Context: an optimization exercise on an open-source flow, tuned for small area, a short achievable clock period and few clock cycles per item. The choices shown serve that exercise and are no tape-out recipe. Where RTL was checked, it was by simulation tests only, not by an equivalence proof against the original. No activity file was given, so power comes from the tool's default toggle rates.

## tundra
==> flow/design.v <==
module booth_controller(
    input clk,
    input rst,
    input [1:0] mode,
    input start,
    input [15:0] M,
    input [15:0] Q,
    output [31:0] result,
    output done
);
  reg [15:0] Ar;
  reg [15:0] Qr;
  reg [15:0] Mr;
  reg        m0, m1, m2;    
  reg        busy;
  reg [2:0]  cnt;
  always @(posedge clk) begin
    Mr <= M;
    m2 <= mode[1];
    m1 <= ~mode[1] & mode[0];
    m0 <= ~mode[1] & ~mode[0];
  end
  wire [3:0] lb = {m2, ~m0, m2, 1'b1};
  wire [15:0] As = Ar;
  wire [15:0] Qs = Qr;
  wire [1:0]  md = {m2, m1};
  function [5:0] enc;       
    input [4:0] x;          
    enc = {x[1] ^ x[0], (x[2] & ~x[1] & ~x[0]) | (~x[2] & x[1] & x[0]), x[2],
           x[3] ^ x[2], (x[4] & ~x[3] & ~x[2]) | (~x[4] & x[3] & x[2]), x[4]};
  endfunction
  wire [4:0] ld0 = {Q[3:0], 1'b0};
  wire [4:0] ld1 = {Q[7:4], 1'b0};
  wire [4:0] ld2 = {Q[11:8], 1'b0};
  wire [4:0] ld3 = {Q[15:12], 1'b0};
  wire [4:0] ls1 = mode[1] ? ld1 : ld0;
  wire [4:0] ls2 = (mode == 2'b00) ? ld0 : ld2;
  wire [4:0] ls3 = mode[1] ? ld3 : mode[0] ? ld2 : ld0;
  wire [4:0] nx0 = {Qr[7:4], Qr[3]};
  wire [4:0] nx1 = {Qr[15:12], Qr[11]};
  wire [4:0] nx2 = m0 ? nx0 : nx1;
  reg [5:0] dg [0:3];
  always @(posedge clk) begin
    dg[0] <= enc(busy ? nx0 : ld0);
    dg[1] <= enc(busy ? nx0 : ls1);
    dg[2] <= enc(busy ? nx2 : ls2);
    dg[3] <= enc(busy ? nx2 : ls3);
  end
  wire [3:0] a_one, a_two, a_neg, b_one, b_two, b_neg;
  genvar b, j;
  generate
    for (b = 0; b < 4; b = b + 1) begin : g_dig
      assign {a_one[b], a_two[b], a_neg[b], b_one[b], b_two[b], b_neg[b]} = dg[b];
    end
  endgenerate
  function [23:0] add24;
    input [23:0] a, b;
    reg [23:0] p, g, c;
    integer i, k;
    begin
      p = a ^ b;
      g = a & b;
      for (i = 1; i <= 5; i = i + 1)
        for (k = (1 << i) - 1; k < 24; k = k + (1 << i)) begin
          g[k] = g[k] | (p[k] & g[k - (1 << (i - 1))]);
          p[k] = p[k] & p[k - (1 << (i - 1))];
        end
      for (i = 5; i > 0; i = i - 1)
        for (k = (1 << i) + (1 << (i - 1)) - 1; k < 24; k = k + (1 << i)) begin
          g[k] = g[k] | (p[k] & g[k - (1 << (i - 1))]);
          p[k] = p[k] & p[k - (1 << (i - 1))];
        end
      c = {g[22:0], 1'b0};
      add24 = a ^ b ^ c;
    end
  endfunction
  wire [15:0] Mp = {Mr[14:12], Mr[11] & ~lb[3], Mr[10:8], Mr[7] & ~lb[2],
                    Mr[6:4], Mr[3] & ~lb[1], Mr[2:0], 1'b0};
  wire [15:0] P0, P1, R1, X, C, V;
  generate
    for (j = 0; j < 16; j = j + 1) begin : g_col
      localparam integer B = j / 4, R = j % 4;
      assign P0[j] = ((a_one[B] & Mr[j]) | (a_two[B] & Mp[j])) ^ a_neg[B];
      assign P1[j] = ((b_one[B] & Mr[j]) | (b_two[B] & Mp[j])) ^ b_neg[B];
      if (j == 0) begin : g_r0
        assign R1[j] = a_neg[0];
        assign V[j]  = b_neg[0];
      end else if (j == 1) begin : g_r1
        assign R1[j] = b_neg[0];
        assign V[j]  = C[j-1];
      end else if (R == 0) begin : g_l0
        assign R1[j] = lb[B] ? a_neg[B] : P1[j-2];
        assign V[j]  = lb[B] ? b_neg[B] : C[j-1];
      end else if (R == 1) begin : g_l1
        assign R1[j] = lb[B] ? b_neg[B] : P1[j-2];
        assign V[j]  = C[j-1];
      end else begin : g_in
        assign R1[j] = P1[j-2];
        assign V[j]  = C[j-1];
      end
      assign X[j] = As[j] ^ P0[j] ^ R1[j];
      assign C[j] = (As[j] & P0[j]) | (As[j] & R1[j]) | (P0[j] & R1[j]);
    end
  endgenerate
  wire [3:0] xe [0:3];
  wire [3:0] ye [0:3];
  generate
    for (b = 0; b < 4; b = b + 1) begin : g_ext
      wire as = (b == 0 || b == 2) ? 1'b0 : As[4*b+3];
      wire s0 = ((a_one[b] | a_two[b]) & Mr[4*b+3]) ^ a_neg[b];
      wire s1 = ((b_one[b] | b_two[b]) & Mr[4*b+3]) ^ b_neg[b];
      wire e0 = P1[4*b+2], e1 = P1[4*b+3];
      wire x2 = as ^ s0 ^ s1;
      wire c2 = (as & s0) | (as & s1) | (s0 & s1);
      assign xe[b] = {x2, x2, as ^ s0 ^ e1, as ^ s0 ^ e0};
      assign ye[b] = {c2, (as & s0) | (as & e1) | (s0 & e1),
                      (as & s0) | (as & e0) | (s0 & e0), C[4*b+3]};
    end
  endgenerate
  wire [3:0] gu = ~lb | b_neg;
  wire [3:0] gv = lb & b_neg;
  wire [23:0] U = {xe[3], X[15:12], gu[3], X[11:8], gu[2], X[7:4], gu[1], X[3:0], gu[0]};
  wire [23:0] W = {ye[3], V[15:12], gv[3], V[11:8], gv[2], V[7:4], gv[1], V[3:0], gv[0]};
  wire [23:0] T = add24(U, W);
  wire [15:0] S = {T[19:16], T[14:11], T[9:6], T[4:1]};
  wire [2:0]  co = {T[15], T[10], T[5]};    
  wire [3:0] E [0:3];
  assign E[3] = T[23:20];
  generate
    for (b = 0; b < 3; b = b + 1) begin : g_ecpa
      wire [3:0] e0 = xe[b] + ye[b];
      wire [3:0] e1 = xe[b] + ye[b] + 4'd1;
      assign E[b] = co[b] ? e1 : e0;
    end
  endgenerate
  wire [15:0] An = {E[3],
                    m2 ? E[2] : S[15:12],
                    m0 ? S[11:8] : E[1],
                    m2 ? E[0] : S[7:4]};
  wire [15:0] Qn = {m2 ? S[15:12] : m1 ? S[11:8] : S[3:0],
                    m2 ? S[11:8] : Qs[15:12],
                    m2 ? S[7:4] : m1 ? S[3:0] : Qs[11:8],
                    m2 ? S[3:0] : Qs[7:4]};
  always @(posedge clk) begin
    Ar <= busy ? An : 16'd0;
    Qr <= busy ? Qn : Q;
  end
  wire last = (cnt == 3'd0);
  always @(posedge clk) begin
    if (rst) busy <= 1'b0;
    else if (busy) busy <= ~last;
    else busy <= start;
    if (busy) cnt <= cnt - 3'd1;
    else cnt <= mode[1] ? 3'd1 : mode[0] ? 3'd2 : 3'd4;
  end
  assign result = m2 ? {Ar[15:12], Qr[15:12], Ar[11:8], Qr[11:8], Ar[7:4], Qr[7:4], Ar[3:0], Qr[3:0]} :
                  m1 ? {Ar[15:8], Qr[15:8], Ar[7:0], Qr[7:0]} :
                       {Ar, Qr};
  assign done = busy & last;
endmodule
clock: 11.0 ns
lec_check: 0
cap_margin: 20
core_margin: 2
core_utilization: 40
slew_margin: 20
standard.sh (not shown) runs the stock make flow with config.mk's settings and CLKGATE_MAP_FILE= SYNTH_SCRIPT=/design/flow/synth_recipe.tcl, a recipe that flattens the netlist after the stock synthesis.
==> flow/flow/run.sh <==
#!/bin/bash
# The standard layout, with the smallest buffer on every input and output
# port instead of the delay buffer that buffer_ports picks by default.
set -euo pipefail
export BUFFER_PORTS_ARGS="-buffer_cell sky130_fd_sc_hd__buf_1"
bash standard.sh > standard.log 2>&1
Both conditions hold for tundra: the flow ran to the end and the final layout passed the timing, design-rule and antenna checks.
Testbench counts of tundra, summed over its fixed seeds: cycles 17,319, items 4,000.
The following lists how quartz was set up differently from tundra:
- setting SETUP_SLACK_MARGIN to 5 for the first time
- changing SLEW_MARGIN from 20 to 60
- changing CAP_MARGIN from 20 to 60
Notes after the runs:
Power in combinational cells: tundra vs quartz, no meaningful difference
Run comparison: quartz cell at the slowest stage of the critical path sky130_fd_sc_hd__fa_1; tundra cell at the slowest stage of the critical path sky130_fd_sc_hd__buf_4
quartz closes out successfully: all stages finished, all timing, DRC and antenna checks passed.
Post-cts gate resize count across tundra and quartz: no real change.
Headroom to the max-slew limit ends up higher on quartz.
Taking tundra as the reference, in quartz power moved down; biggest cell delay along the critical path moved down; register share of the cell area level; detailed route wirelength on metal3 moved up.
Compared to tundra, quartz shows a wider setup margin.
For core utilization, tundra and quartz come out practically identical.
Maximum vdd ir drop of quartz falls short of that of tundra slightly.
Against tundra, quartz comes in 0.7 points lower on clock power share.

========
== 10-22 ==
booth_controller, a different RTL version from the one above (not shown whole).
Size: ~84 flip-flops, ~70 I/O pins, ~5900 um^2 of cells after synthesis.
Design booth_controller, start of the top module:
module booth_controller(
    input clk,
    input rst,
    input [1:0] mode,
    input start,
    input [15:0] M,
    input [15:0] Q,
    output [31:0] result,
    output done
);
Settings: LEC_CHECK=0, CAP_MARGIN=60, CORE_MARGIN=2, CORE_UTILIZATION=60, CTS_BUF_LIST=sky130_fd_sc_hd__clkbuf_8, SETUP_SLACK_MARGIN=5, SLEW_MARGIN=60; clock period 11.0 ns.
Scripts as last shown in full above: flow/flow/run.sh
Per the final summary, 10-22 finished and its layout is clean on timing, DRC and antenna.
Input changes introduced in 07-17 (baseline for comparison: 10-22):
- swapping 60 for 40 in CORE_UTILIZATION
==> summary.txt <==
07-17 completed end to end with timing, DRC and antenna clean. Worst hold slack was lower in 10-22 than in 07-17. Per-instance average area after synthesis of 07-17 is on par with 10-22. Fmax: 07-17 higher than 10-22. Flop-to-flop setup slack: 07-17 vs 10-22 up 0.11 ns. The count of buffering cells on the critical path with inverters included in 07-17 sits 1 above the value recorded for 10-22. Relative to 10-22, the clock network area share of 07-17 is higher by 0.33 points. Between 07-17 and 10-22, it is 07-17 whose first-iteration DRC count is higher, by 13.
No functional check of the RTL was part of any run of this note.

========
booth_controller, a different RTL version from the one above (not shown whole).
Size: ~710 cells after synthesis, about 84 flip-flops, ~70 I/O pins.
Design booth_controller, start of the top module:
module booth_controller(
    input clk,
    input rst,
    input [1:0] mode,
    input start,
    input [15:0] M,
    input [15:0] Q,
    output [31:0] result,
    output done
);
Settings: LEC_CHECK=0, CAP_MARGIN=60, CORE_MARGIN=2, CORE_UTILIZATION=40, CTS_BUF_LIST=sky130_fd_sc_hd__clkbuf_8, SETUP_SLACK_MARGIN=5, SLEW_MARGIN=60; clock period 11.0 ns.
Scripts as last shown in full above: flow/flow/run.sh
==> next run, changes <==
ABC_AREA = 1   (was unset)
What happened: The changed run went through all stages and came out clean. Final area goes up by a few percent. Clock power falls by roughly a tenth. Cell count grows by about a fifth.
==> next run, changes <==
ABC_AREA = unset   (was 1)
CTS_BUF_LIST = unset   (was sky130_fd_sc_hd__clkbuf_8)
Effect: Total power goes up by about 6.4%. Count of clock-buffer cells in the layout climbs by 2. Final area falls by 1.8%. Routed wire length falls by 4.2%. Non-clock buffer count goes up by 4. Combinational power stays flat.
No functional check of the RTL was part of any run of this note.

static timing again, ports no longer ideal:
No port has a modelled driver above. Below, the same layouts with a new extraction and two added sets of constraints.
Step 1: set_driving_cell puts a clkbuf_16 on clk and a buf_2 on each other input, an assumption about the parent block.
Step 2 times the ports against the registers' clock, not the clock port: input delays grow and output delays shrink by t, the midpoint of the rising clock arrivals with the driver on.
a / b / c = no drivers / after step 1 / after step 2; a / b = the first two.
| run | shift t [ns] | slack for setup (ns) | worst setup path at the end | cell pins on the clock port's net |
|---|---|---|---|---|
| tundra | 0.397 | 5.945 / 5.945 / 5.945 | register to register | 1 |
| quartz | 0.391 | 6.187 / 6.187 / 6.187 | register to register | 1 |
| 10-22 | 0.412 | 6.020 / 6.020 / 6.020 | register to register | 1 |
| 07-17 | 0.409 | 6.126 / 6.126 / 6.126 | register to register | 1 |
| the first run of note 3 | 0.402 | 6.428 / 6.428 / 6.428 | register to register | 1 |
| the second run of note 3 | 0.404 | 6.822 / 6.822 / 6.822 | register to register | 1 |
| the third run of note 3 | 0.386 | 6.426 / 6.426 / 6.426 | register to register | 1 |
After both steps every run listed still meets setup and hold.
